Source: an optimization exercise on an open RTL-to-GDS flow (aim: small area and a short achievable clock period). Production flows keep margins and buffers that such runs may drop.
RTL that was checked went through simulation tests only; none was proved equivalent to the original.
Only the layout flow was run in runs 1 to 3; the RTL was not checked for function there.

## flow/design.v (module list and top-level ports; edited modules follow where they fit)
// module mul32lo: 790 lines
// module alu_top: 80 lines
module alu_top (
    input  wire        clk,
    input  wire [31:0] a,
    input  wire [31:0] b,
    input  wire [3:0]  opcode,
    output wire [31:0] result,
    output wire        zero_flag,
    output wire        carry_flag,
    output wire        sign_flag,
    output wire        overflow_flag
);
  // ...
==> flow/run.sh <==
#!/bin/bash
# synth_recipe.tcl (not shown) runs the flow's synth.tcl, then flattens the netlist and writes it again
# the make line also repeats each setting of config.mk as NAME=value (left out here)
make -C /OpenROAD-flow-scripts/flow DESIGN_CONFIG=/design/flow/config.mk WORK_HOME=/design/flow/orfs CLKGATE_MAP_FILE= SYNTH_SCRIPT=/design/flow/synth_recipe.tcl finish
==> flow/config.mk <==
export PLATFORM = sky130hd
export DESIGN_NAME = alu_top
export DESIGN_NICKNAME = alu_top
export VERILOG_FILES = /design/flow/design.v
export SDC_FILE = /design/flow/constraint.sdc
export NUM_CORES = 4
export LEC_CHECK = 0
export CAP_MARGIN = 20
export CORE_MARGIN = 2
export CORE_UTILIZATION = 40
export SLEW_MARGIN = 20
==> flow/constraint.sdc <==
create_clock -name core_clock -period 12.0 [get_ports {clk}]
set_input_delay 2.4000 -clock core_clock [delete_from_list [all_inputs] [get_ports {clk}]]
set_output_delay 2.4000 -clock core_clock [all_outputs]
set_load 0.01 [all_outputs]
==> key figures, run 1 <==
Outcome
  – Status: complete, no violations

Layout
  – Leading cell types in the layout, fill and taps excluded: a22oi_1 (271), xnor2_1 (228), nand2_1 (208)
  – Reg area: 3050 um2
  – Area occupied by multi-input gates: 14700 um2
  – Clk tree area frac: 0.0264
  – Buffer share of cell area: 0.0653
  – Inverters: 201

Clock tree
  – Clk sinks: 152
  – Later-pin clock latency in the skew report: 0.42 ns

Setup path
  – Worst r2r src: one_q[1]
  – Critical Path End: res_q[31]
  – CP startpoint kind: register
  – CP Capture Type: register
  – Reg2reg end: res_q[31]
  – Critical path's slowest cell: dfxtp_1

Timing
  – Min Tclk post-route: 6.42 ns
  – Pins over their slew limit: 0
  – Slew margin rel.: 0.282
  – Fin worst setup slack: 5.58 ns

Min path
  – Hold_sp: ovp_q

Detailed routing
  – Initial DRT Pass Iterations: 9
  – Detail Route Antenna Nets: 0
  – Iter 0 DRT Violations: 1934
  – Routed vias: 17100
  – Wl on met1: 28600 um

Synthesis
  – Avg Cell Area, Syn: 8.72 um2
  – Post-synth EDFFs: 0
  – Number of synthesized register bits: 152
  – Adder-cell share of the synthesized area: 0.268
  – Synth cell types: 70

Floorplanning
  – # rows: 80
  – Tapcell count: 615
  – Die Ht: 223 um
  – # IOs: 105

Placed design
  – Cell Count Post-Placement: 2785

Global routing
  – Met2 usage: 0.425
  – M1 GR Usage: 0.377
==> run 2, diff against run 1 <==
--- a/flow/design.v
+++ b/flow/design.v
@@ -781,17 +781,179 @@
   wire c470 = (s347 & c408) | (s347 & s409) | (c408 & s409);
   wire s471 = s351 ^ c410 ^ s411;
   wire c472 = (s351 & c410) | (s351 & s411) | (c410 & s411);
   wire s473 = s355 ^ c412 ^ s413;
   wire c474 = (s355 & c412) | (s355 & s413) | (c412 & s413);
   wire s475 = s359 ^ c414 ^ s415;
   wire [31:0] ra = {c474, c472, c470, c468, c466, c464, c462, c460, c458, c456, c454, c452, c450, c448, c446, c444, c442, c440, c438, c436, c434, c432, c430, c428, c426, c424, c422, c420, c418, pp1_0, pp0_1, neg0};
   wire [31:0] rb = {s475, s473, s471, s469, s467, s465, s463, s461, s459, s457, s455, s453, s451, s449, s447, s445, s443, s441, s439, s437, s435, s433, s431, s429, s427, s425, s423, s421, s419, s417, 1'b0, pp0_0};
-  assign p = ra + rb;
+  wire [31:0] g0 = ra & rb;
+  wire [31:0] p0 = ra ^ rb;
+  wire G1_1 = g0[1] | (p0[1] & g0[0]);
+  wire P1_1 = p0[1] & p0[0];
+  wire G1_3 = g0[3] | (p0[3] & g0[2]);
+  wire P1_3 = p0[3] & p0[2];
+  wire G1_5 = g0[5] | (p0[5] & g0[4]);
+  wire P1_5 = p0[5] & p0[4];
+  wire G1_7 = g0[7] | (p0[7] & g0[6]);
+  wire P1_7 = p0[7] & p0[6];
+  wire G1_9 = g0[9] | (p0[9] & g0[8]);
+  wire P1_9 = p0[9] & p0[8];
+  wire G1_11 = g0[11] | (p0[11] & g0[10]);
+  wire P1_11 = p0[11] & p0[10];
+  wire G1_13 = g0[13] | (p0[13] & g0[12]);
+  wire P1_13 = p0[13] & p0[12];
+  wire G1_15 = g0[15] | (p0[15] & g0[14]);
+  wire P1_15 = p0[15] & p0[14];
+  wire G1_17 = g0[17] | (p0[17] & g0[16]);
+  wire P1_17 = p0[17] & p0[16];
+  wire G1_19 = g0[19] | (p0[19] & g0[18]);
+  wire P1_19 = p0[19] & p0[18];
+  wire G1_21 = g0[21] | (p0[21] & g0[20]);
+  wire P1_21 = p0[21] & p0[20];
+  wire G1_23 = g0[23] | (p0[23] & g0[22]);
+  wire P1_23 = p0[23] & p0[22];
+  wire G1_25 = g0[25] | (p0[25] & g0[24]);
+  wire P1_25 = p0[25] & p0[24];
+  wire G1_27 = g0[27] | (p0[27] & g0[26]);
+  wire P1_27 = p0[27] & p0[26];
+  wire G1_29 = g0[29] | (p0[29] & g0[28]);
+  wire P1_29 = p0[29] & p0[28];
+  wire G1_31 = g0[31] | (p0[31] & g0[30]);
+  wire P1_31 = p0[31] & p0[30];
+  wire G2_2 = g0[2] | (p0[2] & G1_1);
+  wire P2_2 = p0[2] & P1_1;
+  wire G2_3 = G1_3 | (P1_3 & G1_1);
+  wire P2_3 = P1_3 & P1_1;
+  wire G2_6 = g0[6] | (p0[6] & G1_5);
+  wire P2_6 = p0[6] & P1_5;
+  wire G2_7 = G1_7 | (P1_7 & G1_5);
+  wire P2_7 = P1_7 & P1_5;
+  wire G2_10 = g0[10] | (p0[10] & G1_9);
+  wire P2_10 = p0[10] & P1_9;
+  wire G2_11 = G1_11 | (P1_11 & G1_9);
+  wire P2_11 = P1_11 & P1_9;
+  wire G2_14 = g0[14] | (p0[14] & G1_13);
+  wire P2_14 = p0[14] & P1_13;
+  wire G2_15 = G1_15 | (P1_15 & G1_13);
+  wire P2_15 = P1_15 & P1_13;
+  wire G2_18 = g0[18] | (p0[18] & G1_17);
+  wire P2_18 = p0[18] & P1_17;
+  wire G2_19 = G1_19 | (P1_19 & G1_17);
+  wire P2_19 = P1_19 & P1_17;
+  wire G2_22 = g0[22] | (p0[22] & G1_21);
+  wire P2_22 = p0[22] & P1_21;
+  wire G2_23 = G1_23 | (P1_23 & G1_21);
+  wire P2_23 = P1_23 & P1_21;
+  wire G2_26 = g0[26] | (p0[26] & G1_25);
+  wire P2_26 = p0[26] & P1_25;
+  wire G2_27 = G1_27 | (P1_27 & G1_25);
+  wire P2_27 = P1_27 & P1_25;
+  wire G2_30 = g0[30] | (p0[30] & G1_29);
+  wire P2_30 = p0[30] & P1_29;
+  wire G2_31 = G1_31 | (P1_31 & G1_29);
+  wire P2_31 = P1_31 & P1_29;
+  wire G3_4 = g0[4] | (p0[4] & G2_3);
+  wire P3_4 = p0[4] & P2_3;
+  wire G3_5 = G1_5 | (P1_5 & G2_3);
+  wire P3_5 = P1_5 & P2_3;
+  wire G3_6 = G2_6 | (P2_6 & G2_3);
+  wire P3_6 = P2_6 & P2_3;
+  wire G3_7 = G2_7 | (P2_7 & G2_3);
+  wire P3_7 = P2_7 & P2_3;
+  wire G3_12 = g0[12] | (p0[12] & G2_11);
+  wire P3_12 = p0[12] & P2_11;
+  wire G3_13 = G1_13 | (P1_13 & G2_11);
+  wire P3_13 = P1_13 & P2_11;
+  wire G3_14 = G2_14 | (P2_14 & G2_11);
+  wire P3_14 = P2_14 & P2_11;
+  wire G3_15 = G2_15 | (P2_15 & G2_11);
+  wire P3_15 = P2_15 & P2_11;
+  wire G3_20 = g0[20] | (p0[20] & G2_19);
+  wire P3_20 = p0[20] & P2_19;
+  wire G3_21 = G1_21 | (P1_21 & G2_19);
+  wire P3_21 = P1_21 & P2_19;
+  wire G3_22 = G2_22 | (P2_22 & G2_19);
+  wire P3_22 = P2_22 & P2_19;
+  wire G3_23 = G2_23 | (P2_23 & G2_19);
+  wire P3_23 = P2_23 & P2_19;
+  wire G3_28 = g0[28] | (p0[28] & G2_27);
+  wire P3_28 = p0[28] & P2_27;
+  wire G3_29 = G1_29 | (P1_29 & G2_27);
+  wire P3_29 = P1_29 & P2_27;
+  wire G3_30 = G2_30 | (P2_30 & G2_27);
+  wire P3_30 = P2_30 & P2_27;
+  wire G3_31 = G2_31 | (P2_31 & G2_27);
+  wire P3_31 = P2_31 & P2_27;
+  wire G4_8 = g0[8] | (p0[8] & G3_7);
+  wire P4_8 = p0[8] & P3_7;
+  wire G4_9 = G1_9 | (P1_9 & G3_7);
+  wire P4_9 = P1_9 & P3_7;
+  wire G4_10 = G2_10 | (P2_10 & G3_7);
+  wire P4_10 = P2_10 & P3_7;
+  wire G4_11 = G2_11 | (P2_11 & G3_7);
+  wire P4_11 = P2_11 & P3_7;
+  wire G4_12 = G3_12 | (P3_12 & G3_7);
+  wire P4_12 = P3_12 & P3_7;
+  wire G4_13 = G3_13 | (P3_13 & G3_7);
+  wire P4_13 = P3_13 & P3_7;
+  wire G4_14 = G3_14 | (P3_14 & G3_7);
+  wire P4_14 = P3_14 & P3_7;
+  wire G4_15 = G3_15 | (P3_15 & G3_7);
+  wire P4_15 = P3_15 & P3_7;
+  wire G4_24 = g0[24] | (p0[24] & G3_23);
+  wire P4_24 = p0[24] & P3_23;
+  wire G4_25 = G1_25 | (P1_25 & G3_23);
+  wire P4_25 = P1_25 & P3_23;
+  wire G4_26 = G2_26 | (P2_26 & G3_23);
+  wire P4_26 = P2_26 & P3_23;
+  wire G4_27 = G2_27 | (P2_27 & G3_23);
+  wire P4_27 = P2_27 & P3_23;
+  wire G4_28 = G3_28 | (P3_28 & G3_23);
+  wire P4_28 = P3_28 & P3_23;
+  wire G4_29 = G3_29 | (P3_29 & G3_23);
+  wire P4_29 = P3_29 & P3_23;
+  wire G4_30 = G3_30 | (P3_30 & G3_23);
+  wire P4_30 = P3_30 & P3_23;
+  wire G4_31 = G3_31 | (P3_31 & G3_23);
+  wire P4_31 = P3_31 & P3_23;
+  wire G5_16 = g0[16] | (p0[16] & G4_15);
+  wire P5_16 = p0[16] & P4_15;
+  wire G5_17 = G1_17 | (P1_17 & G4_15);
+  wire P5_17 = P1_17 & P4_15;
+  wire G5_18 = G2_18 | (P2_18 & G4_15);
+  wire P5_18 = P2_18 & P4_15;
+  wire G5_19 = G2_19 | (P2_19 & G4_15);
+  wire P5_19 = P2_19 & P4_15;
+  wire G5_20 = G3_20 | (P3_20 & G4_15);
+  wire P5_20 = P3_20 & P4_15;
+  wire G5_21 = G3_21 | (P3_21 & G4_15);
+  wire P5_21 = P3_21 & P4_15;
+  wire G5_22 = G3_22 | (P3_22 & G4_15);
+  wire P5_22 = P3_22 & P4_15;
+  wire G5_23 = G3_23 | (P3_23 & G4_15);
+  wire P5_23 = P3_23 & P4_15;
+  wire G5_24 = G4_24 | (P4_24 & G4_15);
+  wire P5_24 = P4_24 & P4_15;
+  wire G5_25 = G4_25 | (P4_25 & G4_15);
+  wire P5_25 = P4_25 & P4_15;
+  wire G5_26 = G4_26 | (P4_26 & G4_15);
+  wire P5_26 = P4_26 & P4_15;
+  wire G5_27 = G4_27 | (P4_27 & G4_15);
+  wire P5_27 = P4_27 & P4_15;
+  wire G5_28 = G4_28 | (P4_28 & G4_15);
+  wire P5_28 = P4_28 & P4_15;
+  wire G5_29 = G4_29 | (P4_29 & G4_15);
+  wire P5_29 = P4_29 & P4_15;
+  wire G5_30 = G4_30 | (P4_30 & G4_15);
+  wire P5_30 = P4_30 & P4_15;
+  wire G5_31 = G4_31 | (P4_31 & G4_15);
+  wire P5_31 = P4_31 & P4_15;
+  assign p = p0 ^ {G5_30, G5_29, G5_28, G5_27, G5_26, G5_25, G5_24, G5_23, G5_22, G5_21, G5_20, G5_19, G5_18, G5_17, G5_16, G4_15, G4_14, G4_13, G4_12, G4_11, G4_10, G4_9, G4_8, G3_7, G3_6, G3_5, G3_4, G2_3, G2_2, G1_1, g0[0], 1'b0};
 endmodule
 module alu_top (
     input  wire        clk,
     input  wire [31:0] a,
     input  wire [31:0] b,
     input  wire [3:0]  opcode,
     output wire [31:0] result,
     output wire        zero_flag,
==> flow/flow/run.sh (new file) <==
#!/bin/bash
cp standard.sh standard_sh.txt
export SETUP_SLACK_MARGIN=${MARGIN:-7}
bash standard.sh > standard.log 2>&1
==> flow/standard.sh (new file) <==
#!/bin/bash
# synth_recipe.tcl (not shown) runs the flow's synth.tcl, then flattens the netlist and writes it again
# the make line also repeats each setting of config.mk as NAME=value (left out here)
make -C /OpenROAD-flow-scripts/flow DESIGN_CONFIG=/design/flow/config.mk WORK_HOME=/design/flow/orfs CLKGATE_MAP_FILE= SYNTH_SCRIPT=/design/flow/synth_recipe.tcl "${@:-finish}"
removed: flow/run.sh
==> run 2 against run 1 <==
- clock-buffer cell count is the same
- core utilization grew 6.0 points
- register-to-register slack gained 0.86 ns
- global-route usage grew 3.0 points
- wire length grew 11%
- via count grew 5.0%
==> key figures, run 2 <==
Floorplanning
  – Initial Util: 0.406 (was 0.403)
  – Die area: 49200 um2 (was 49700 um2)
  – Core region area: 46700 um2 (was 47500 um2)
  – Die Wd: 222 um (was 223 um)
  – # IOs: 105 (unchanged)
  – Die Ht: 222 um (was 223 um)
  – # rows: 79 (was 80)

Job
  – Max cap viols: 0 (unchanged)

Timing
  – Final setup violation count: 0 (unchanged)
  – RSZ-0062 raised after global routing: true (was false)
  – Final Cycle Share: 0.463 (was 0.535)
  – Setup TNS: 0 ns (unchanged)
  – Slew margin rel.: 0.269 (was 0.282)
  – Min Tclk post-route: 5.56 ns (was 6.42 ns)
  – Endpoints failing hold: 0 (unchanged)
  – Worst Max-Slew Pin Slew: 1.09 ns (was 1.07 ns)
  – Pins over their slew limit: 0 (unchanged)
  – Fin Clk Skew: 0.0272 ns (was 0.0198 ns)
  – Fmax: 180 MHz (was 156 MHz)

Detailed routing
  – Iter 0 DRT Violations: 2075 (was 1934)
  – Routed wire length: 75700 um (was 68200 um)
  – Detail Route Antenna Nets: 0 (unchanged)
  – Routed vias: 17900 (was 17100)
  – DRC: 0 (unchanged)
  – Vias per inst: 6.26 (was 6.06)
  – Initial DRT Pass Iterations: 7 (was 9)
  – DR WL/cell: 26.5 um (was 24.2 um)

Setup path
  – Worst EP arrival: 5.87 ns (was 6.72 ns)
  – CP startpoint kind: register (unchanged)
  – Most used cell, CP: fa_1 (unchanged)
  – R2r setup slk: 6.44 ns (was 5.58 ns)
  – Max Fanout on Critical Path: 8 (was 17)
  – CP Cell Sequence: buf_12 > buf_4 > a22oi_2 > xor2_1 > fa_1 > fa_2 > fa_1 > inv_2 > fa_1 > fa_1 > ha_4 > a21oi_4 > a21boi_4 > nor3_2 > a2111o_1 > o311ai_4 > o21a_1 > nor2_2 > xnor2_2 > a221o_1 (was buf_4 > a22oi_1 > xor2_1 > fa_1 > fa_1 > fa_1 > inv_1 > fa_1 > fa_1 > ha_1 > nand2_1 > o21ai_0 > a221o_1 > a31o_2 > a22o_1 > a211o_1 > a31oi_1 > xnor2_1 > a221o_1)
  – Worst Setup Path Type: reg2reg (unchanged)
  – CP Launch Point: x_q[6] (was one_q[1])
  – CP Capture Type: register (unchanged)
  – CP top delay family: adder cells (unchanged)
  – R2R depth: 20 (was 19)
  – Critical path's slowest cell: fa_1 (was dfxtp_1)
  – Reg2reg end: res_q[31] (unchanged)
  – Slowest cell delay on critical path: 0.56 ns (was 0.72 ns)
  – Worst r2r src: x_q[6] (was one_q[1])
  – Sum of buffers and inverters on the critical path: 3 (was 2)
  – Worst path required time: 12.31 ns (was 12.30 ns)

Synthesis
  – Synth cell types: 76 (was 70)
  – Register area share after synthesis: 0.161 (was 0.159)
  – Post-synthesis net count: 2523 (was 2559)
  – Synthesized cell area: 19000 um2 (was 19200 um2)
  – Ys async rst share: 0 (unchanged)
  – Ys Warns: 1 (unchanged)
  – Avg Cell Area, Syn: 8.79 um2 (was 8.72 um2)
  – Cell taking the most area after synthesis: fa_1 (unchanged)
  – Top-count cell post-synth: a22oi_1 (unchanged)
  – Post-synth EDFFs: 0 (unchanged)
  – Synth Flop Type: dfxtp_1 (unchanged)
  – Commonest cells post-synth: a22oi_1 (262), xnor2_1 (222), inv_1 (205), fa_1 (199), nand2_1 (186) (was a22oi_1 (271), xnor2_1 (228), nand2_1 (208), inv_1 (197), fa_1 (196))
  – Cell count after synthesis: 2157 (was 2197)
  – Synth top area share: 0.210 (was 0.205)
  – Number of synthesized register bits: 152 (unchanged)
  – Area contributors post-synth: fa_1 (21%), dfxtp_1 (16%), a22oi_1 (10%), xnor2_1 (10%), xor2_1 (6.7%) (was fa_1 (20%), dfxtp_1 (16%), a22oi_1 (11%), xnor2_1 (10%), xor2_1 (6.7%))

Placed design
  – Port Buffers: 104 (unchanged)
  – Gpl congestion: 0.944 (was 0.961)
  – Cell Count Post-Placement: 2729 (was 2785)
  – Dpl hpwl: 51200 um (was 51300 um)
  – Post-DP Area: 20600 um2 (was 20700 um2)

Clock tree
  – CTS Buffer Depth: 2 (unchanged)
  – Root Driver: clkbuf_16 (unchanged)
  – CTS H-tree lvls: 4 (unchanged)
  – CTS tree: yes (unchanged)
  – Reg clk slew, reported paths: 0.08 ns (about the same)
  – Later-pin clock latency in the skew report: 0.44 ns (was 0.42 ns)
  – Number of hold buffers added after cts: 0 (unchanged)
  – Clk sinks: 152 (unchanged)
  – Clock buffer count from CTS: 17 (unchanged)

Layout
  – Final Cell Area: 23600 um2 (was 21200 um2)
  – Non-filler cells, final: 2861 (was 2817)
  – Number of fill cells in the layout: 4290 (was 4630)
  – Nets: 2605 (was 2551)
  – Share of layout cells above drive strength 1: 0.179 (was 0.0472)
  – Synth-to-layout area growth: 24.6% (was 10.8%)
  – Most common cell after layout, fill and taps aside: a22oi_1 (unchanged)
  – Reg area: 3150 um2 (was 3050 um2)
  – Leading cell types in the layout, fill and taps excluded: a22oi_1 (224), xnor2_1 (207), inv_1 (195) (was a22oi_1 (271), xnor2_1 (228), nand2_1 (208))
  – Area occupied by multi-input gates: 15500 um2 (was 14700 um2)
  – Biggest regs: oth_q (32), res_q (32), x_q (32) (unchanged)

Min path
  – Hold path cells: 0 (unchanged)
  – Worst hold-check path type: reg2reg (unchanged)
  – Worst Hold End: ari_q2 (was ovp_q2)
  – Hold_sp: ari_q (was ovp_q)

Outcome
  – Status: complete, no violations (unchanged)

Global routing
  – Vias in the first global route: 17700 (was 16600)
  – Initial antenna violation count: 2 (was 1)
  – Total track usage: 0.301 (was 0.271)
  – Aggregate global routing overflow: 0 (unchanged)
  – Largest net degree at the start of global routing: 41 (was 36)
  – First-pass GRT wire length: 112000 um (was 103000 um)
## run 2: kinds of logic (layout without fill, tap and decap cells)
family / after synthesis / count (layout) / synth area share
AO/OA/AOI/OAI: 566 / 566 / 0.221
XOR/XNOR: 367 / 367 / 0.170
adder cells (fa/ha/maj): 297 / 297 / 0.275
buffers and inverters: 394 / 489 / 0.0793
flip-flops: 152 / 152 / 0.161
multiplexers: 2 / 2 / 0.00106
other: 0 / 2 / 0
AND/OR/NAND/NOR: 379 / 379 / 0.0933
## run 2: worst max path at each step
stage	to	slack, ns	cells past startpoint
2_1_floorplan	res_q[0]	6.73	21
3_3_place_gp	res_q[0]	5.89	20
3_5_place_dp	res_q[0]	5.75	20
4_1_cts	res_q[0]	6.45	20
5_1_grt	res_q[0]	6.29	21
6_report	res_q[31]	6.44	20
## run 2: stage by stage
stage	utilization	hold slack, ns	worst slack, ns
after floorplan	-	0.310	6.73
after global placement	0.442	0.313	5.89
after detailed placement	0.442	0.315	5.75
after CTS	0.495	0.330	6.45
after global routing	0.506	0.334	6.29
final	0.506	0.327	6.44
## run 2: final cells by class
type,instances,share of cell area
inverters,208,0.0334
clock buffers,18,0.0182
multi-input cells,1611,0.655
clock inverters,14,0.00736
diodes,2,0.000212
repair buffers,249,0.120
well taps,607,0.0321
flip-flops and latches,152,0.133
## run 2: what timing repair did
action	in CTS	in global routing
resized for setup	270	94
gates cloned	9	0
pin swaps	65	51
setup endpoints to repair	89	73
setup buffers	70	19
## run 2: worst register-to-register path, delay by kind of cell, from the launching register on
family / cells / cell delay, ns
adders and majority gates: 6 / 2.74
AOI/OAI and AO/OA: 7 / 1.48
DFF: 1 / 0.38
buffers and inverters: 3 / 0.34
xor gates and xnor gates: 2 / 0.33
and+or+nand+nor: 2 / 0.13
## run 2: layer usage
metal  track usage  vias to the layer above  share of wire
li1              -                     7652              -
met1         0.394                     8840           0.39
met2         0.471                     1139           0.45
met3        0.0726                      279           0.10
met4         0.140                        0          0.056
met5             0                        -              0
==> run 3, diff against run 2 <==
==> flow/run.sh (new file) <==
#!/bin/bash
# synth_recipe.tcl (not shown) runs the flow's synth.tcl, then flattens the netlist and writes it again
# the make line also repeats each setting of config.mk as NAME=value (left out here)
make -C /OpenROAD-flow-scripts/flow DESIGN_CONFIG=/design/flow/config.mk WORK_HOME=/design/flow/orfs CLKGATE_MAP_FILE= SYNTH_SCRIPT=/design/flow/synth_recipe.tcl finish
removed: flow/flow/run.sh
removed: flow/standard.sh
==> run 3 against run 2 <==
- worst setup slack got worse by 0.77 ns
- clock-buffer cell count stayed put
- via count down 5.5%
- clock skew decreased by 0.0080 ns
- first-iteration DRC count up 0.19%
- critical endpoint is now res_q[5]
- highest routed layer is now met5
==> key figures, run 3 <==
Min path
  – Worst Hold End: cy_q2 (was ari_q2)
  – Hold_sp: cy_q (was ari_q)
  – Hold path cells: 0 (unchanged)
  – Worst hold-check path type: reg2reg (unchanged)

Clock tree
  – Clock buffer count from CTS: 17 (unchanged)
  – Number of hold buffers added after cts: 0 (unchanged)
  – Post_cts resized: 0 (was 270)
  – Clk sinks: 152 (unchanged)
  – Root Driver: clkbuf_16 (unchanged)
  – Post-CTS Setup Bufs: 0 (was 70)
  – Reg clk slew, reported paths: 0.08 ns (about the same)
  – CTS Buffer Depth: 2 (unchanged)
  – CTS tree: yes (unchanged)
  – Later-pin clock latency in the skew report: 0.43 ns (was 0.44 ns)
  – CTS H-tree lvls: 4 (unchanged)

Synthesis
  – Register area share after synthesis: 0.161 (unchanged)
  – Synth Area in Compound Gates: 0.221 (unchanged)
  – Post-Synth Simple-Gate Area: 0.0933 (unchanged)
  – Post-synth EDFFs: 0 (unchanged)
  – Ys Warns: 1 (unchanged)
  – Cell taking the most area after synthesis: fa_1 (unchanged)
  – Synth cell types: 76 (unchanged)
  – Top-count cell post-synth: a22oi_1 (unchanged)
  – Synth top area share: 0.210 (unchanged)
  – Mux contribution to synthesized area: 0.00106 (unchanged)
  – Ys async rst share: 0 (unchanged)
  – Post-synthesis net count: 2523 (unchanged)
  – Synth Area in XOR/XNOR: 0.170 (unchanged)
  – Cell count after synthesis: 2157 (unchanged)
  – Number of synthesized register bits: 152 (unchanged)
  – Area contributors post-synth: fa_1 (21%), dfxtp_1 (16%), a22oi_1 (10%), xnor2_1 (10%), xor2_1 (6.7%) (unchanged)
  – Synthesized cell area: 19000 um2 (unchanged)
  – Main combinational cell family by area after synthesis: adder cells (unchanged)
  – Adder-cell share of the synthesized area: 0.275 (unchanged)
  – Synth Flop Type: dfxtp_1 (unchanged)
  – Commonest cells post-synth: a22oi_1 (262), xnor2_1 (222), inv_1 (205), fa_1 (199), nand2_1 (186) (unchanged)
  – Avg Cell Area, Syn: 8.79 um2 (unchanged)

Setup path
  – Worst Setup Path Type: reg2reg (unchanged)
  – CP Capture Type: register (unchanged)
  – Max Fanout on Critical Path: 17 (was 8)
  – CP startpoint kind: register (unchanged)
  – Worst r2r src: one_q[2] (was x_q[6])
  – Worst EP arrival: 6.63 ns (was 5.87 ns)
  – R2R depth: 19 (was 20)
  – Worst path required time: 12.30 ns (was 12.31 ns)
  – R2r setup slk: 5.67 ns (was 6.44 ns)
  – Reg2reg end: res_q[5] (was res_q[31])

Layout
  – Leading cell types in the layout, fill and taps excluded: a22oi_1 (262), xnor2_1 (222), inv_1 (205) (was a22oi_1 (224), xnor2_1 (207), inv_1 (195))
  – Nets: 2508 (was 2605)
  – Biggest regs: oth_q (32), res_q (32), x_q (32) (unchanged)
  – Final Cell Area: 21000 um2 (was 23600 um2)
  – Most common cell after layout, fill and taps aside: a22oi_1 (unchanged)
  – Share of layout cells above drive strength 1: 0.0469 (was 0.179)
  – Number of fill cells in the layout: 4566 (was 4290)
  – Antenna diodes: 0 (was 2)
  – Non-filler cells, final: 2762 (was 2861)
  – Synth-to-layout area growth: 10.6% (was 24.6%)
  – Layout Utilization: 0.450 (was 0.506)

Timing
  – Slew margin rel.: 0.262 (was 0.269)
  – RSZ-0062 raised after global routing: false (was true)
  – Final Cycle Share: 0.528 (was 0.463)
  – Min Tclk post-route: 6.33 ns (was 5.56 ns)
  – Fin Clk Skew: 0.0192 ns (was 0.0272 ns)
  – Final setup violation count: 0 (unchanged)
  – Endpoints failing hold: 0 (unchanged)
  – Pins over their slew limit: 0 (unchanged)
  – Worst Max-Slew Pin Slew: 1.11 ns (was 1.09 ns)
  – Setup TNS: 0 ns (unchanged)
  – Fmax: 158 MHz (was 180 MHz)
  – Fin worst setup slack: 5.67 ns (was 6.44 ns)
  – Hold slack: 0.334 ns (was 0.327 ns)

Outcome
  – Status: complete, no violations (unchanged)

Floorplanning
  – Die area: 49200 um2 (unchanged)
  – Die Ht: 222 um (unchanged)
  – # IOs: 105 (unchanged)
  – # rows: 79 (unchanged)
  – Die Wd: 222 um (unchanged)
  – Initial Util: 0.406 (unchanged)
  – Core region area: 46700 um2 (unchanged)

Detailed routing
  – Vias per inst: 6.12 (was 6.26)
  – DRC: 0 (unchanged)
  – Initial DRT Pass Iterations: 6 (was 7)
  – Detail Route Antenna Nets: 0 (unchanged)
  – Routed wire length: 69600 um (was 75700 um)
  – Iter 0 DRT Violations: 2079 (was 2075)
  – DR WL/cell: 25.2 um (was 26.5 um)
  – Routed vias: 16900 (was 17900)

Global routing
  – Vias in the first global route: 17100 (was 17700)
  – Aggregate global routing overflow: 0 (unchanged)
  – First-pass GRT wire length: 105000 um (was 112000 um)
  – Initial antenna violation count: 2 (unchanged)
  – Largest net degree at the start of global routing: 41 (unchanged)
  – Total track usage: 0.279 (was 0.301)

Placed design
  – Cell Count Post-Placement: 2730 (was 2729)
  – Gpl congestion: 0.929 (was 0.944)
  – Port Buffers: 104 (unchanged)
  – Post-DP Area: 20400 um2 (was 20600 um2)
  – Setup WS pre-CTS: 5.61 ns (was 5.75 ns)
  – Dpl hpwl: 50400 um (was 51200 um)

Job
  – Max cap viols: 0 (unchanged)
run 3: how the worst max path moves through the flow:
| stage | start | endpoint | slack, ns | cells past startpoint |
|---|---|---|---|---|
| final | one_q[2] | res_q[5] | 5.67 | 19 |
| after global routing | one_q[2] | res_q[0] | 5.34 | 20 |
| after CTS | two_q[1] | res_q[5] | 5.59 | 18 |
| after detailed placement | two_q[1] | res_q[26] | 5.61 | 18 |
| after global placement | two_q[1] | res_q[0] | 5.66 | 19 |
| after floorplan | neg_q[0] | res_q[0] | 5.90 | 21 |
run 3: layer usage:
metal | track usage | routed length (um) | vias to the layer above
met1 | 0.371 | 28400 | 8347
met5 | 0 | 16 | -
met4 | 0.126 | 3220 | 2
li1 | - | - | 7437
met2 | 0.445 | 31800 | 935
met3 | 0.0459 | 6120 | 196
run 3: kinds of logic after synthesis:
logic type | count (synthesis)
buf+inv | 394
compound gates | 566
mux | 2
fa+ha+maj | 297
simple gates | 379
xor+xnor | 367
flops | 152
run 3: critical path, stage by stage, from the launching register on:
cell and delay [ns]:
dfxtp_1 0.77, buf_4 0.37, a22oi_1 0.12, xnor2_1 0.23
ha_1 0.29, xnor2_1 0.20, fa_1 0.45, fa_1 0.36
inv_1 0.07, fa_1 0.42, fa_1 0.44, ha_1 0.35
a21o_1 0.19, a221o_1 0.34, a31oi_1 0.37, nand2_1 0.21
a21oi_1 0.32, o21ai_0 0.16, xor2_1 0.19, a221o_1 0.36
run 3: cell type report:
type / count / area, um2 / share of cell area
multi-input combinational: 1611 / 14400 / 0.688
clock buffer: 18 / 429 / 0.0205
tap: 607 / 759 / 0.0362
sequential: 152 / 3050 / 0.145
inverter: 208 / 781 / 0.0372
clock inverter: 14 / 125 / 0.00597
timing repair buffer: 152 / 1400 / 0.0668
==> module alu_top, before the edit <==
module alu_top (
    input  wire        clk,
    input  wire [31:0] a,
    input  wire [31:0] b,
    input  wire [3:0]  opcode,
    output wire [31:0] result,
    output wire        zero_flag,
    output wire        carry_flag,
    output wire        sign_flag,
    output wire        overflow_flag
);
    wire op_add = ~opcode[3] & ~opcode[1] & ~opcode[0];              
    wire op_neg = ~opcode[3] & ~opcode[1] &  opcode[0];              
    wire op_mul = ~opcode[3] & ~opcode[2] &  opcode[1];              
    wire op_and = ~opcode[3] &  opcode[2] &  opcode[1] & ~opcode[0];  
    wire op_xor = ~opcode[3] &  opcode[2] &  opcode[1] &  opcode[0];  
    wire op_sh  =  opcode[3] & (opcode[2] | opcode[1]);              
    wire op_shl = op_sh & ~opcode[0];
    wire op_shr = op_sh &  opcode[0];
    wire op_ari = ~opcode[3] & ~(opcode[2] & opcode[1]);             
    wire [32:0] sum = {1'b0, a} + {1'b0, b};
    wire [31:0] oth = ({32{op_add}} & sum[31:0])
                    | ({32{op_neg}} & (-b))
                    | ({32{op_and}} & (a & b))
                    | ({32{op_xor}} & (a ^ b));
    wire cy  = op_add & sum[32];
    wire ovp = op_ari & (cy ^ a[31] ^ b[31]);
    wire big = |b[31:5];
    wire [31:0] onehot = big ? 32'd0 : (32'd1 << b[4:0]);
    wire [31:0] a_rev;
    genvar i;
    generate for (i = 0; i < 32; i = i + 1) begin : g_ra
        assign a_rev[i] = a[31-i];
    end endgenerate
    wire [31:0] x_d = op_shr ? a_rev : a;
    wire [31:0] y_d = op_sh ? onehot : b;
    wire [32:0] ye = {y_d, 1'b0};
    wire [15:0] one_d, two_d, neg_d;
    generate for (i = 0; i < 16; i = i + 1) begin : g_be
        assign neg_d[i] = ye[2*i+2];
        assign one_d[i] = ye[2*i+1] ^ ye[2*i];
        assign two_d[i] = (ye[2*i+2] & ~ye[2*i+1] & ~ye[2*i])
                        | (~ye[2*i+2] & ye[2*i+1] & ye[2*i]);
    end endgenerate
    reg [31:0] x_q, oth_q;
    reg [15:0] one_q, two_q, neg_q;
    reg s_mul, s_rev, cy_q, ovp_q, ari_q;
    always @(posedge clk) begin
        x_q   <= x_d;
        one_q <= one_d;
        two_q <= two_d;
        neg_q <= neg_d;
        oth_q <= oth;
        s_mul <= op_mul | op_shl;
        s_rev <= op_shr;
        cy_q  <= cy;
        ovp_q <= ovp;
        ari_q <= op_ari;
    end
    wire [31:0] prod;
    mul32lo u_mul (.x(x_q), .one(one_q), .two(two_q), .neg(neg_q), .p(prod));
    wire [31:0] prod_rev;
    generate for (i = 0; i < 32; i = i + 1) begin : g_rp
        assign prod_rev[i] = prod[31-i];
    end endgenerate
    wire [31:0] res = oth_q | ({32{s_mul}} & prod) | ({32{s_rev}} & prod_rev);
    reg [31:0] res_q;
    reg cy_q2, ovp_q2, ari_q2;
    always @(posedge clk) begin
        res_q  <= res;
        cy_q2  <= cy_q;
        ovp_q2 <= ovp_q;
        ari_q2 <= ari_q;
    end
    assign result        = res_q;
    assign carry_flag    = cy_q2;
    assign sign_flag     = ari_q2 & res_q[31];
    assign zero_flag     = ari_q2 & ~|res_q;
    assign overflow_flag = ovp_q2 ^ sign_flag;
endmodule
==> run 4, diff against run 3 <==
--- a/flow/design.v
+++ b/flow/design.v
@@ -972,9 +972,2 @@
     wire op_ari = ~opcode[3] & ~(opcode[2] & opcode[1]);             
-    wire [32:0] sum = {1'b0, a} + {1'b0, b};
-    wire [31:0] oth = ({32{op_add}} & sum[31:0])
-                    | ({32{op_neg}} & (-b))
-                    | ({32{op_and}} & (a & b))
-                    | ({32{op_xor}} & (a ^ b));
-    wire cy  = op_add & sum[32];
-    wire ovp = op_ari & (cy ^ a[31] ^ b[31]);
     wire big = |b[31:5];
@@ -996,5 +989,5 @@
     end endgenerate
-    reg [31:0] x_q, oth_q;
+    reg [31:0] x_q;
     reg [15:0] one_q, two_q, neg_q;
-    reg s_mul, s_rev, cy_q, ovp_q, ari_q;
+    reg s_add, s_neg, s_and, s_xor, s_mul, s_rev, s_ari;
     always @(posedge clk) begin
@@ -1004,9 +997,26 @@
         neg_q <= neg_d;
-        oth_q <= oth;
+        s_add <= op_add;
+        s_neg <= op_neg;
+        s_and <= op_and;
+        s_xor <= op_xor;
         s_mul <= op_mul | op_shl;
         s_rev <= op_shr;
-        cy_q  <= cy;
-        ovp_q <= ovp;
-        ari_q <= op_ari;
+        s_ari <= op_ari;
     end
+    wire [31:0] y_q;
+    generate for (i = 0; i < 16; i = i + 1) begin : g_bd
+        assign y_q[2*i+1] = neg_q[i];
+        if (i == 0) begin : g_lo
+            assign y_q[0] = one_q[0];
+        end else begin : g_hi
+            assign y_q[2*i] = one_q[i] ^ neg_q[i-1];
+        end
+    end endgenerate
+    wire [32:0] sum = {1'b0, x_q} + {1'b0, y_q};
+    wire [31:0] oth = ({32{s_add}} & sum[31:0])
+                    | ({32{s_neg}} & (-y_q))
+                    | ({32{s_and}} & (x_q & y_q))
+                    | ({32{s_xor}} & (x_q ^ y_q));
+    wire cy  = s_add & sum[32];
+    wire ovp = s_ari & (cy ^ x_q[31] ^ y_q[31]);
     wire [31:0] prod;
@@ -1017,16 +1027,16 @@
     end endgenerate
-    wire [31:0] res = oth_q | ({32{s_mul}} & prod) | ({32{s_rev}} & prod_rev);
+    wire [31:0] res = oth | ({32{s_mul}} & prod) | ({32{s_rev}} & prod_rev);
     reg [31:0] res_q;
-    reg cy_q2, ovp_q2, ari_q2;
+    reg cy_q, ovp_q, ari_q;
     always @(posedge clk) begin
-        res_q  <= res;
-        cy_q2  <= cy_q;
-        ovp_q2 <= ovp_q;
-        ari_q2 <= ari_q;
+        res_q <= res;
+        cy_q  <= cy;
+        ovp_q <= ovp;
+        ari_q <= s_ari;
     end
     assign result        = res_q;
-    assign carry_flag    = cy_q2;
-    assign sign_flag     = ari_q2 & res_q[31];
-    assign zero_flag     = ari_q2 & ~|res_q;
-    assign overflow_flag = ovp_q2 ^ sign_flag;
+    assign carry_flag    = cy_q;
+    assign sign_flag     = ari_q & res_q[31];
+    assign zero_flag     = ari_q & ~|res_q;
+    assign overflow_flag = ovp_q ^ sign_flag;
 endmodule
==> flow/flow/run.sh (new file) <==
#!/bin/bash
cp standard.sh standard_sh.txt
export SETUP_SLACK_MARGIN=${MARGIN:-7}
bash standard.sh > standard.log 2>&1
==> flow/standard.sh (new file) <==
#!/bin/bash
# synth_recipe.tcl (not shown) runs the flow's synth.tcl, then flattens the netlist and writes it again
# the make line also repeats each setting of config.mk as NAME=value (left out here)
make -C /OpenROAD-flow-scripts/flow DESIGN_CONFIG=/design/flow/config.mk WORK_HOME=/design/flow/orfs CLKGATE_MAP_FILE= SYNTH_SCRIPT=/design/flow/synth_recipe.tcl "${@:-finish}"
removed: flow/run.sh
==> run 4 against run 3 <==
- clock-buffer cell count is the same
- first-iteration DRC count is 39% higher
- critical path depth up 1
- worst hold slack better by 0.012 ns
- core utilization increased by 7.7 points
==> key figures, run 4 <==
Outcome
  – Status: complete, no violations (unchanged)

Layout
  – Reg area: 2620 um2 (was 3050 um2)
  – Nets: 2671 (was 2508)
  – Number of fill cells in the layout: 4160 (was 4566)
  – Leading cell types in the layout, fill and taps excluded: xnor2_1 (319), a22oi_1 (223), inv_1 (219) (was a22oi_1 (262), xnor2_1 (222), inv_1 (205))
  – Non-filler cells, final: 2915 (was 2762)
  – Share of layout cells above drive strength 1: 0.230 (was 0.0469)
  – Most common cell after layout, fill and taps aside: xnor2_1 (was a22oi_1)
  – Area occupied by multi-input gates: 15900 um2 (was 14400 um2)
  – Antenna diodes: 0 (unchanged)
  – Biggest regs: res_q (32), x_q (32) (was oth_q (32), res_q (32), x_q (32))
  – Final Cell Area: 24500 um2 (was 21000 um2)
  – Layout Utilization: 0.526 (was 0.450)
  – Synth-to-layout area growth: 30.2% (was 10.6%)

Timing
  – Fin worst setup slack: 6.42 ns (was 5.67 ns)
  – Worst Max-Slew Pin Slew: 0.749 ns (was 1.11 ns)
  – RSZ-0062 raised after global routing: true (was false)
  – Fmax: 179 MHz (was 158 MHz)
  – Fin Clk Skew: 0.0351 ns (was 0.0192 ns)
  – Endpoints failing hold: 0 (unchanged)
  – Final Cycle Share: 0.465 (was 0.528)
  – Hold slack: 0.345 ns (was 0.334 ns)
  – Setup TNS: 0 ns (unchanged)
  – Final setup violation count: 0 (unchanged)
  – Pins over their slew limit: 0 (unchanged)
  – Slew margin rel.: 0.500 (was 0.262)
  – Min Tclk post-route: 5.58 ns (was 6.33 ns)

Synthesis
  – Synth cell types: 71 (was 76)
  – Cell taking the most area after synthesis: fa_1 (unchanged)
  – Commonest cells post-synth: xnor2_1 (346), a22oi_1 (284), inv_1 (233), fa_1 (199), clkbuf_1 (129) (was a22oi_1 (262), xnor2_1 (222), inv_1 (205), fa_1 (199), nand2_1 (186))
  – Area contributors post-synth: fa_1 (21%), xnor2_1 (16%), dfxtp_1 (13%), a22oi_1 (11%), ha_1 (7.2%) (was fa_1 (21%), dfxtp_1 (16%), a22oi_1 (10%), xnor2_1 (10%), xor2_1 (6.7%))
  – Synth top area share: 0.212 (was 0.210)
  – Post-synthesis net count: 2505 (was 2523)
  – Register area share after synthesis: 0.130 (was 0.161)
  – Ys Warns: 1 (unchanged)
  – Synthesized cell area: 18800 um2 (was 19000 um2)
  – Post-synth EDFFs: 0 (unchanged)
  – Avg Cell Area, Syn: 8.82 um2 (was 8.79 um2)
  – Cell count after synthesis: 2129 (was 2157)
  – Ys async rst share: 0 (unchanged)
  – Number of synthesized register bits: 122 (was 152)
  – Synth Flop Type: dfxtp_1 (unchanged)
  – Top-count cell post-synth: xnor2_1 (was a22oi_1)

Placed design
  – Cell Count Post-Placement: 2716 (was 2730)
  – Port Buffers: 104 (unchanged)
  – Setup WS pre-CTS: 5.67 ns (was 5.61 ns)
  – Post-DP Area: 20500 um2 (was 20400 um2)
  – Gpl congestion: 0.947 (was 0.929)
  – Dpl hpwl: 52800 um (was 50400 um)

Global routing
  – Initial antenna violation count: 0 (was 2)
  – Total track usage: 0.337 (was 0.279)
  – Largest net degree at the start of global routing: 34 (was 41)
  – Aggregate global routing overflow: 0 (unchanged)
  – First-pass GRT wire length: 119000 um (was 105000 um)
  – Vias in the first global route: 18400 (was 17100)

Detailed routing
  – Vias per inst: 6.44 (was 6.12)
  – DR WL/cell: 28.8 um (was 25.2 um)
  – DRC: 0 (unchanged)
  – Initial DRT Pass Iterations: 10 (was 6)
  – Iter 0 DRT Violations: 2880 (was 2079)
  – Routed vias: 18800 (was 16900)
  – Detail Route Antenna Nets: 0 (unchanged)
  – Routed wire length: 84100 um (was 69600 um)

Setup path
  – Most used cell, CP: fa_1 (unchanged)
  – CP Capture Type: register (unchanged)
  – CP top delay family: adder cells (unchanged)
  – CP startpoint kind: register (unchanged)
  – CP Cell Sequence: buf_6 > a22oi_2 > xnor2_2 > fa_2 > fa_1 > fa_2 > inv_2 > fa_1 > fa_1 > ha_4 > and4_4 > buf_6 > nand4_1 > inv_1 > a22oi_2 > o211ai_1 > buf_4 > a21oi_2 > a311o_1 > a221o_1 (was buf_4 > a22oi_1 > xnor2_1 > ha_1 > xnor2_1 > fa_1 > fa_1 > inv_1 > fa_1 > fa_1 > ha_1 > a21o_1 > a221o_1 > a31oi_1 > nand2_1 > a21oi_1 > o21ai_0 > xor2_1 > a221o_1)
  – Slowest cell delay on critical path: 0.53 ns (was 0.77 ns)
  – Max Fanout on Critical Path: 7 (was 17)
  – Worst Setup Path Type: reg2reg (unchanged)
  – Worst path required time: 12.34 ns (was 12.30 ns)
  – Worst EP arrival: 5.92 ns (was 6.63 ns)
  – Sum of buffers and inverters on the critical path: 5 (was 2)
  – Critical path's slowest cell: fa_1 (was dfxtp_1)

Clock tree
  – Clk sinks: 122 (was 152)
  – CTS H-tree lvls: 4 (unchanged)
  – Reg clk slew, reported paths: 0.07 ns (was 0.08 ns)
  – CTS tree: yes (unchanged)
  – Clock buffer count from CTS: 17 (unchanged)
  – Later-pin clock latency in the skew report: 0.48 ns (was 0.43 ns)
  – CTS Buffer Depth: 2 (unchanged)
  – Root Driver: clkbuf_16 (unchanged)

Floorplanning
  – Die area: 48700 um2 (was 49200 um2)
  – # rows: 79 (unchanged)
  – Die Wd: 221 um (was 222 um)
  – # IOs: 105 (unchanged)
  – Die Ht: 221 um (was 222 um)
  – Core region area: 46500 um2 (was 46700 um2)
  – Initial Util: 0.404 (was 0.406)

Min path
  – Worst hold-check path type: reg2reg (unchanged)

Job
  – Max cap viols: 0 (unchanged)
## run 4: changes by cell type after synthesis, sizes merged, moves of 22 or more
cell / delta
a221o: -26
a22oi: +22
dfxtp: -30
inv: +35
mux2: +33
nand2: -98
xnor2: +124
xor2: -107
## run 4: what timing repair did
item                                    4_1_cts  5_1_grt
pin swaps                                   101       78
resized for setup                           301       88
setup buffers                               118       28
gates cloned                                 18        3
endpoints found under the setup margin       32       30
hold buffers                                  0        0
## run 4: area by class of cell
cell class,instances,share of cell area
clock buffers,18,0.0180
clock inverters,14,0.00701
inverters,244,0.0399
multi-input cells,1599,0.649
flip-flops and latches,122,0.107
well taps,607,0.0311
repair buffers,311,0.147
## run 4: per-layer routing
metal	vias up	routed length, um	GRT usage	part of all wire
li1	7778	-	-	-
met3	408	11000	0.0822	0.13
met4	0	6100	0.206	0.073
met1	9072	31000	0.436	0.37
met5	-	0	0	0
met2	1512	36000	0.505	0.43
## run 4: kinds of logic (layout without fill, tap and decap cells)
group / Yosys count / in the layout / synth area share
flops: 122 / 122 / 0.130
compound gates: 565 / 565 / 0.218
buf+inv: 408 / 587 / 0.0823
fa+ha+maj: 307 / 307 / 0.284
simple gates: 300 / 300 / 0.0805
mux: 43 / 43 / 0.0251
xor+xnor: 384 / 384 / 0.180
## run 4: worst paths after layout
path | cells past startpoint | from | endpoint | slack (ns)
setup / recovery | 20 | x_q[17] | res_q[30] | 6.42
hold / removal | 0 | s_ari | ari_q | 0.35
setup reg to reg | 20 | x_q[17] | res_q[30] | 6.42
hold reg to reg | 0 | s_ari | ari_q | 0.35
==> run 5, diff against run 4 <==
==> flow/flow/run.sh (replaced) <==
#!/bin/bash
# Standard layout (the standard.sh, unchanged synthesis), with
#  - the smallest buffer cell for the port buffers.
# The SDC and the clock period are the standard flow's.
cp standard.sh standard_sh.txt
bash standard.sh SETUP_SLACK_MARGIN=6 "BUFFER_PORTS_ARGS=-buffer_cell sky130_fd_sc_hd__buf_1" finish > standard.log 2>&1
==> run 5 against run 4 <==
- still clean
- worst setup slack lost 0.33 ns
- cell count shrank 4.4%
==> key figures, run 5 <==
Layout
  – Share of layout cells above drive strength 1: 0.0922 (was 0.230)
  – Biggest regs: res_q (32), x_q (32) (unchanged)
  – Nets: 2542 (was 2671)
  – Leading cell types in the layout, fill and taps excluded: xnor2_1 (342), a22oi_1 (284), inv_1 (230) (was xnor2_1 (319), a22oi_1 (223), inv_1 (219))
  – Most common cell after layout, fill and taps aside: xnor2_1 (unchanged)
  – Synth-to-layout area growth: 11.5% (was 30.2%)

Timing
  – Final setup violation count: 0 (unchanged)
  – Setup TNS: 0 ns (unchanged)
  – Worst Max-Slew Pin Slew: 0.770 ns (was 0.749 ns)
  – Pins over their slew limit: 0 (unchanged)
  – Fmax: 169 MHz (was 179 MHz)
  – Min Tclk post-route: 5.91 ns (was 5.58 ns)
  – RSZ-0062 raised after global routing: false (was true)
  – Final Cycle Share: 0.492 (was 0.465)
  – Fin Clk Skew: 0.0144 ns (was 0.0351 ns)
  – Endpoints failing hold: 0 (unchanged)
  – Slew margin rel.: 0.486 (was 0.500)

Floorplanning
  – Initial Util: 0.404 (unchanged)
  – Die Ht: 221 um (unchanged)
  – Die Wd: 221 um (unchanged)
  – Die area: 48700 um2 (unchanged)
  – # IOs: 105 (unchanged)
  – Core region area: 46500 um2 (unchanged)
  – # rows: 79 (unchanged)

Global routing
  – Met2 usage: 0.477 (was 0.505)
  – M1 GR Usage: 0.409 (was 0.436)
  – Total track usage: 0.311 (was 0.337)
  – Busiest grt layer: met2 (unchanged)
  – Aggregate global routing overflow: 0 (unchanged)
  – M3 GR Usage: 0.0788 (was 0.0822)
  – Initial antenna violation count: 0 (unchanged)
  – Largest net degree at the start of global routing: 37 (was 34)
  – Vias in the first global route: 17900 (was 18400)
  – First-pass GRT wire length: 112000 um (was 119000 um)

Setup path
  – Worst r2r src: neg_q[1] (was x_q[17])
  – CP Cell Sequence: buf_12 > buf_4 > xnor2_1 > fa_1 > fa_1 > inv_1 > fa_1 > inv_1 > fa_1 > fa_1 > ha_1 > and4_2 > a211o_4 > nor2_2 > nand3b_1 > and2_1 > a311o_1 > or3b_2 (was buf_6 > a22oi_2 > xnor2_2 > fa_2 > fa_1 > fa_2 > inv_2 > fa_1 > fa_1 > ha_4 > and4_4 > buf_6 > nand4_1 > inv_1 > a22oi_2 > o211ai_1 > buf_4 > a21oi_2 > a311o_1 > a221o_1)
  – Critical path's slowest cell: fa_1 (unchanged)
  – R2r setup slk: 6.09 ns (was 6.42 ns)
  – Worst Setup Path Type: reg2reg (unchanged)
  – Max Fanout on Critical Path: 8 (was 7)
  – Sum of buffers and inverters on the critical path: 4 (was 5)
  – Worst EP arrival: 6.25 ns (was 5.92 ns)
  – CP Launch Point: neg_q[1] (was x_q[17])
  – CP Capture Type: register (unchanged)
  – Slowest cell delay on critical path: 0.50 ns (was 0.53 ns)
  – Most used cell, CP: fa_1 (unchanged)
  – Reg2reg end: res_q[28] (was res_q[30])
  – CP startpoint kind: register (unchanged)
  – Worst path required time: 12.34 ns (about the same)
  – R2R depth: 18 (was 20)
  – CP top delay family: adder cells (unchanged)

Synthesis
  – Number of synthesized register bits: 122 (unchanged)
  – Post-synth EDFFs: 0 (unchanged)
  – Synth Flop Type: dfxtp_1 (unchanged)
  – Ys async rst share: 0 (unchanged)
  – Cell count after synthesis: 2129 (unchanged)
  – Avg Cell Area, Syn: 8.82 um2 (unchanged)
  – Ys Warns: 1 (unchanged)
  – Post-synthesis net count: 2505 (unchanged)
  – Area contributors post-synth: fa_1 (21%), xnor2_1 (16%), dfxtp_1 (13%), a22oi_1 (11%), ha_1 (7.2%) (unchanged)
  – Synthesized cell area: 18800 um2 (unchanged)
  – Synth top area share: 0.212 (unchanged)
  – Synth cell types: 71 (unchanged)
  – Top-count cell post-synth: xnor2_1 (unchanged)
  – Commonest cells post-synth: xnor2_1 (346), a22oi_1 (284), inv_1 (233), fa_1 (199), clkbuf_1 (129) (unchanged)
  – Register area share after synthesis: 0.130 (unchanged)
  – Cell taking the most area after synthesis: fa_1 (unchanged)

Detailed routing
  – Initial DRT Pass Iterations: 9 (was 10)
  – Vias per inst: 6.41 (was 6.44)
  – Detail Route Antenna Nets: 0 (unchanged)
  – Routed vias: 17900 (was 18800)
  – Routed wire length: 76300 um (was 84100 um)
  – DRC: 0 (unchanged)
  – Iter 0 DRT Violations: 2710 (was 2880)
  – DR WL/cell: 27.4 um (was 28.8 um)

Job
  – Max cap viols: 0 (unchanged)

Placed design
  – Gpl congestion: 0.952 (was 0.947)
  – Port Buffers: 104 (unchanged)
  – Dpl hpwl: 51600 um (was 52800 um)

Clock tree
  – Root Driver: clkbuf_16 (unchanged)
  – Reg clk slew, reported paths: 0.07 ns (about the same)
  – Later-pin clock latency in the skew report: 0.46 ns (was 0.48 ns)
  – Clk sinks: 122 (unchanged)
  – CTS tree: yes (unchanged)
  – CTS Buffer Depth: 2 (unchanged)
  – CTS H-tree lvls: 4 (unchanged)
  – Number of hold buffers added after cts: 0 (unchanged)
  – Clock buffer count from CTS: 17 (unchanged)

Min path
  – Hold path cells: 0 (unchanged)
  – Worst Hold End: ari_q (unchanged)
  – Worst hold-check path type: reg2reg (unchanged)
  – Hold_sp: s_ari (unchanged)

Outcome
  – Status: complete, no violations (unchanged)
run 5: cell counts after synthesis:
No cell type changed its count.
run 5: cell type report:
| type | count | area [um2] |
|---|---|---|
| Clock inverter | 15 | 156 |
| Fill cell | 4586 | 25500 |
| Antenna cell | 2 | 5.00 |
| Multi-Input combinational cell | 1599 | 14900 |
| Sequential cell | 122 | 2500 |
| Inverter | 244 | 943 |
| Timing Repair Buffer | 182 | 1290 |
| Clock buffer | 17 | 425 |
| Tap cell | 607 | 759 |
run 5: how the worst max path moves through the flow:
| stage | to | slack [ns] | depth (start not counted) |
|---|---|---|---|
| floorplan | res_q[28] | 6.03 | 18 |
| global placement | res_q[28] | 5.56 | 17 |
| detailed placement | res_q[28] | 5.39 | 17 |
| CTS | res_q[28] | 5.98 | 17 |
| global route | res_q[28] | 5.99 | 18 |
| finish | res_q[28] | 6.09 | 18 |
run 5: cell families (layout without fill, tap and decap cells):
kind of cell             count (synthesis)  count (layout)  share of synthesized area
buffers and inverters                  408             458                     0.0823
XOR/XNOR                               384             384                      0.180
adder cells (fa/ha/maj)                307             307                      0.284
AND/OR/NAND/NOR                        300             300                     0.0805
AO/OA/AOI/OAI                          565             565                      0.218
multiplexers                            43              43                     0.0251
flip-flops                             122             122                      0.130
other                                    0               2                          0
run 5: per-layer routing:
metal / vias up / share of wire
met1: 8674 / 0.38
met4: 0 / 0.056
met3: 297 / 0.13
met5: - / 0
met2: 1388 / 0.43
li1: 7509 / -
run 5: per-stage QoR:
step / hold WS, ns / worst slack (ns) / utilization / std cells / instance area, um2
detailed placement: 0.343 / 5.39 / 0.424 / 2728 / 19700
CTS: 0.359 / 5.98 / 0.440 / 2769 / 20400
global route: 0.359 / 5.99 / 0.451 / 2786 / 20900
floorplan: 0.323 / 6.03 / - / 2129 / 18800
global placement: 0.330 / 5.56 / 0.424 / 2728 / 19700
finish: 0.356 / 6.09 / 0.451 / 2788 / 20900
run 5: repair_timing:
action	CTS	global route
gates cloned	0	4
resized for setup	27	96
pin swaps	1	2
buffers inserted	9	13
setup endpoints to repair	26	20
==> run 6, diff against run 5 <==
==> flow/flow/run.sh (replaced) <==
#!/bin/bash
# Standard layout (the standard.sh, unchanged synthesis), with
#  - the smallest buffer cell for the port buffers.
# The SDC and the clock period are the standard flow's.
cp standard.sh standard_sh.txt
bash standard.sh SETUP_SLACK_MARGIN=7 "BUFFER_PORTS_ARGS=-buffer_cell sky130_fd_sc_hd__buf_1" finish > standard.log 2>&1
==> run 6 against run 5 <==
- critical path depth is 2 lower
- register-to-register slack gained 0.35 ns
- global-route usage increased by 2.5 points
- first-iteration DRC count fell by 0.22%
- critical endpoint unchanged
==> key figures, run 6 <==
Clock tree
  – CTS Buffer Depth: 2 (unchanged)
  – Clk sinks: 122 (unchanged)
  – Reg clk slew, reported paths: 0.06 ns (was 0.07 ns)
  – Clock buffer count from CTS: 17 (unchanged)
  – Later-pin clock latency in the skew report: 0.48 ns (was 0.46 ns)
  – CTS tree: yes (unchanged)
  – Number of hold buffers added after cts: 0 (unchanged)
  – Root Driver: clkbuf_16 (unchanged)
  – CTS H-tree lvls: 4 (unchanged)

Synthesis
  – Area contributors post-synth: fa_1 (21%), xnor2_1 (16%), dfxtp_1 (13%), a22oi_1 (11%), ha_1 (7.2%) (unchanged)
  – Cell taking the most area after synthesis: fa_1 (unchanged)
  – Post-synth EDFFs: 0 (unchanged)
  – Synthesized cell area: 18800 um2 (unchanged)
  – Ys async rst share: 0 (unchanged)
  – Avg Cell Area, Syn: 8.82 um2 (unchanged)
  – Number of synthesized register bits: 122 (unchanged)
  – Cell count after synthesis: 2129 (unchanged)
  – Synth top area share: 0.212 (unchanged)
  – Register area share after synthesis: 0.130 (unchanged)
  – Synth Flop Type: dfxtp_1 (unchanged)
  – Commonest cells post-synth: xnor2_1 (346), a22oi_1 (284), inv_1 (233), fa_1 (199), clkbuf_1 (129) (unchanged)
  – Top-count cell post-synth: xnor2_1 (unchanged)
  – Synth cell types: 71 (unchanged)
  – Post-synthesis net count: 2505 (unchanged)
  – Ys Warns: 1 (unchanged)

Layout
  – Number of fill cells in the layout: 4334 (was 4586)
  – Most common cell after layout, fill and taps aside: xnor2_1 (unchanged)
  – Layout Utilization: 0.501 (was 0.451)
  – Final Cell Area: 23300 um2 (was 20900 um2)
  – Share of layout cells above drive strength 1: 0.203 (was 0.0922)
  – Leading cell types in the layout, fill and taps excluded: xnor2_1 (324), a22oi_1 (245), inv_1 (219) (was xnor2_1 (342), a22oi_1 (284), inv_1 (230))
  – Nets: 2637 (was 2542)
  – Non-filler cells, final: 2882 (was 2788)
  – Synth-to-layout area growth: 23.9% (was 11.5%)
  – Biggest regs: res_q (32), x_q (32) (unchanged)

Floorplanning
  – # IOs: 105 (unchanged)
  – Die Ht: 221 um (unchanged)
  – Initial Util: 0.404 (unchanged)
  – # rows: 79 (unchanged)
  – Die area: 48700 um2 (unchanged)
  – Die Wd: 221 um (unchanged)
  – Core region area: 46500 um2 (unchanged)

Setup path
  – R2r setup slk: 6.44 ns (was 6.09 ns)
  – Worst r2r src: x_q[20] (was neg_q[1])
  – CP startpoint kind: register (unchanged)
  – Worst path required time: 12.34 ns (about the same)
  – Reg2reg end: res_q[28] (unchanged)
  – R2R depth: 16 (was 18)
  – Worst EP arrival: 5.90 ns (was 6.25 ns)
  – Max Fanout on Critical Path: 13 (was 8)
  – CP Capture Type: register (unchanged)
  – Worst Setup Path Type: reg2reg (unchanged)

Min path
  – Hold path cells: 0 (unchanged)
  – Worst Hold End: ari_q (unchanged)
  – Worst hold-check path type: reg2reg (unchanged)
  – Hold_sp: s_ari (unchanged)

Global routing
  – Total track usage: 0.336 (was 0.311)
  – Largest net degree at the start of global routing: 34 (was 37)
  – First-pass GRT wire length: 119000 um (was 112000 um)
  – M3 GR Usage: 0.104 (was 0.0788)
  – Aggregate global routing overflow: 0 (unchanged)
  – Met2 usage: 0.489 (was 0.477)
  – Busiest grt layer: met2 (unchanged)
  – M1 GR Usage: 0.435 (was 0.409)
  – Initial antenna violation count: 2 (was 0)
  – Vias in the first global route: 18300 (was 17900)

Timing
  – Final Cycle Share: 0.463 (was 0.492)
  – Fin worst setup slack: 6.44 ns (was 6.09 ns)
  – Endpoints failing hold: 0 (unchanged)
  – Setup TNS: 0 ns (unchanged)
  – Fin Clk Skew: 0.0195 ns (was 0.0144 ns)
  – RSZ-0062 raised after global routing: true (was false)
  – Pins over their slew limit: 0 (unchanged)
  – Worst Max-Slew Pin Slew: 0.765 ns (was 0.770 ns)
  – Min Tclk post-route: 5.56 ns (was 5.91 ns)
  – Fmax: 180 MHz (was 169 MHz)
  – Hold slack: 0.353 ns (was 0.356 ns)
  – Slew margin rel.: 0.489 (was 0.486)
  – Final setup violation count: 0 (unchanged)

Detailed routing
  – Routed vias: 18500 (was 17900)
  – DRC: 0 (unchanged)
  – Routed wire length: 83100 um (was 76300 um)
  – Detail Route Antenna Nets: 0 (unchanged)
  – Initial DRT Pass Iterations: 9 (unchanged)
  – Vias per inst: 6.41 (about the same)
  – Iter 0 DRT Violations: 2704 (was 2710)
  – DR WL/cell: 28.8 um (was 27.4 um)

Job
  – Max cap viols: 0 (unchanged)

Outcome
  – Status: complete, no violations (unchanged)

Placed design
  – Gpl congestion: 0.951 (was 0.952)
  – Dpl hpwl: 51700 um (was 51600 um)
  – Cell Count Post-Placement: 2717 (was 2728)
  – Port Buffers: 104 (unchanged)
  – Setup WS pre-CTS: 5.49 ns (was 5.39 ns)
  – Post-DP Area: 19800 um2 (was 19700 um2)
[run 6: cell types whose count changed in the layout (fill, tap and decap cells not counted), moves of 21 or more]
cell,delta
dfxtp_4,+23
a22oi_1,-39
fa_1,-21
fa_2,+21
buf_4,+61
a22oi_2,+39
[run 6: per-layer routing]
layer  up-vias  part of all wire
met5         -                 0
met4         0             0.069
met3       349              0.14
met2      1469              0.42
met1      8954              0.37
li1       7700                 -
[run 6: cell type report]
cell class | instances | area (um2) | area share
Multi-Input combinational cell | 1599 | 15700 | 0.676
Sequential cell | 122 | 2590 | 0.111
Timing Repair Buffer | 277 | 2590 | 0.111
Inverter | 244 | 967 | 0.0416
Tap cell | 607 | 759 | 0.0326
Clock buffer | 22 | 474 | 0.0204
Clock inverter | 10 | 164 | 0.00704
Antenna cell | 1 | 2.50 | 0.000108
[run 6: logic make-up after synthesis]
group           after synthesis  share of synthesized area
compound gates              565                      0.218
simple gates                300                     0.0805
flops                       122                      0.130
fa+ha+maj                   307                      0.284
mux                          43                     0.0251
buf+inv                     408                     0.0823
xor+xnor                    384                      0.180
[run 6: timing repair]
item | 4_1_cts | 5_1_grt
pin swaps | 77 | 49
setup buffers | 95 | 21
endpoints found under the setup margin | 32 | 29
cloned | 13 | 3
resized for setup | 257 | 64
[run 6: worst max path at each step]
stage,from,to,slack [ns],depth (start not counted)
finish,x_q[20],res_q[28],6.44,16
global route,two_q[0],res_q[30],6.32,23
CTS,x_q[7],res_q[30],6.49,19
detailed placement,neg_q[7],res_q[30],5.49,15
global placement,neg_q[7],res_q[28],5.49,16
floorplan,x_q[12],res_q[28],6.74,18
[run 6: worst max-delay path, stage by stage, from the launching register on]
cell,delay (ns)
dfxtp_2,0.68
a22oi_2,0.12
xnor2_1,0.20
fa_1,0.58
fa_1,0.45
fa_2,0.37
inv_2,0.06
fa_1,0.42
fa_1,0.57
ha_4,0.23
and4_4,0.21
a211o_4,0.36
nor2_4,0.17
nand3b_1,0.13
and2_4,0.17
a311o_1,0.32
or3b_4,0.37

## re-timing with driven ports
How much do the figures lean on ideal ports? The routed layouts below were timed once more, with nothing changed but the port constraints.
Step 1, drivers: a clkbuf_16 drives clk and a buf_2 each remaining input, both assumed.
Step 2 times the ports against the registers' clock, not the clock port: input delays grow and output delays shrink by t, the midpoint of the rising clock arrivals with the driver on.
Slacks: ideal / step 1 / step 2; pairs: ideal / step 1.
| run | t, ns | setup slack, ns | pins driven straight from the clock port |
|---|---|---|---|
| run 1 | 0.466 | 5.580 / 5.580 / 5.580 | 1 |
| run 2 | 0.479 | 6.443 / 6.443 / 6.443 | 1 |
| run 3 | 0.470 | 5.670 / 5.670 / 5.670 | 1 |
| run 4 | 0.522 | 6.423 / 6.423 / 6.423 | 1 |
| run 5 | 0.505 | 6.093 / 6.093 / 6.093 | 1 |
| run 6 | 0.509 | 6.442 / 6.442 / 6.442 | 1 |
After both steps every run listed still meets setup and hold.
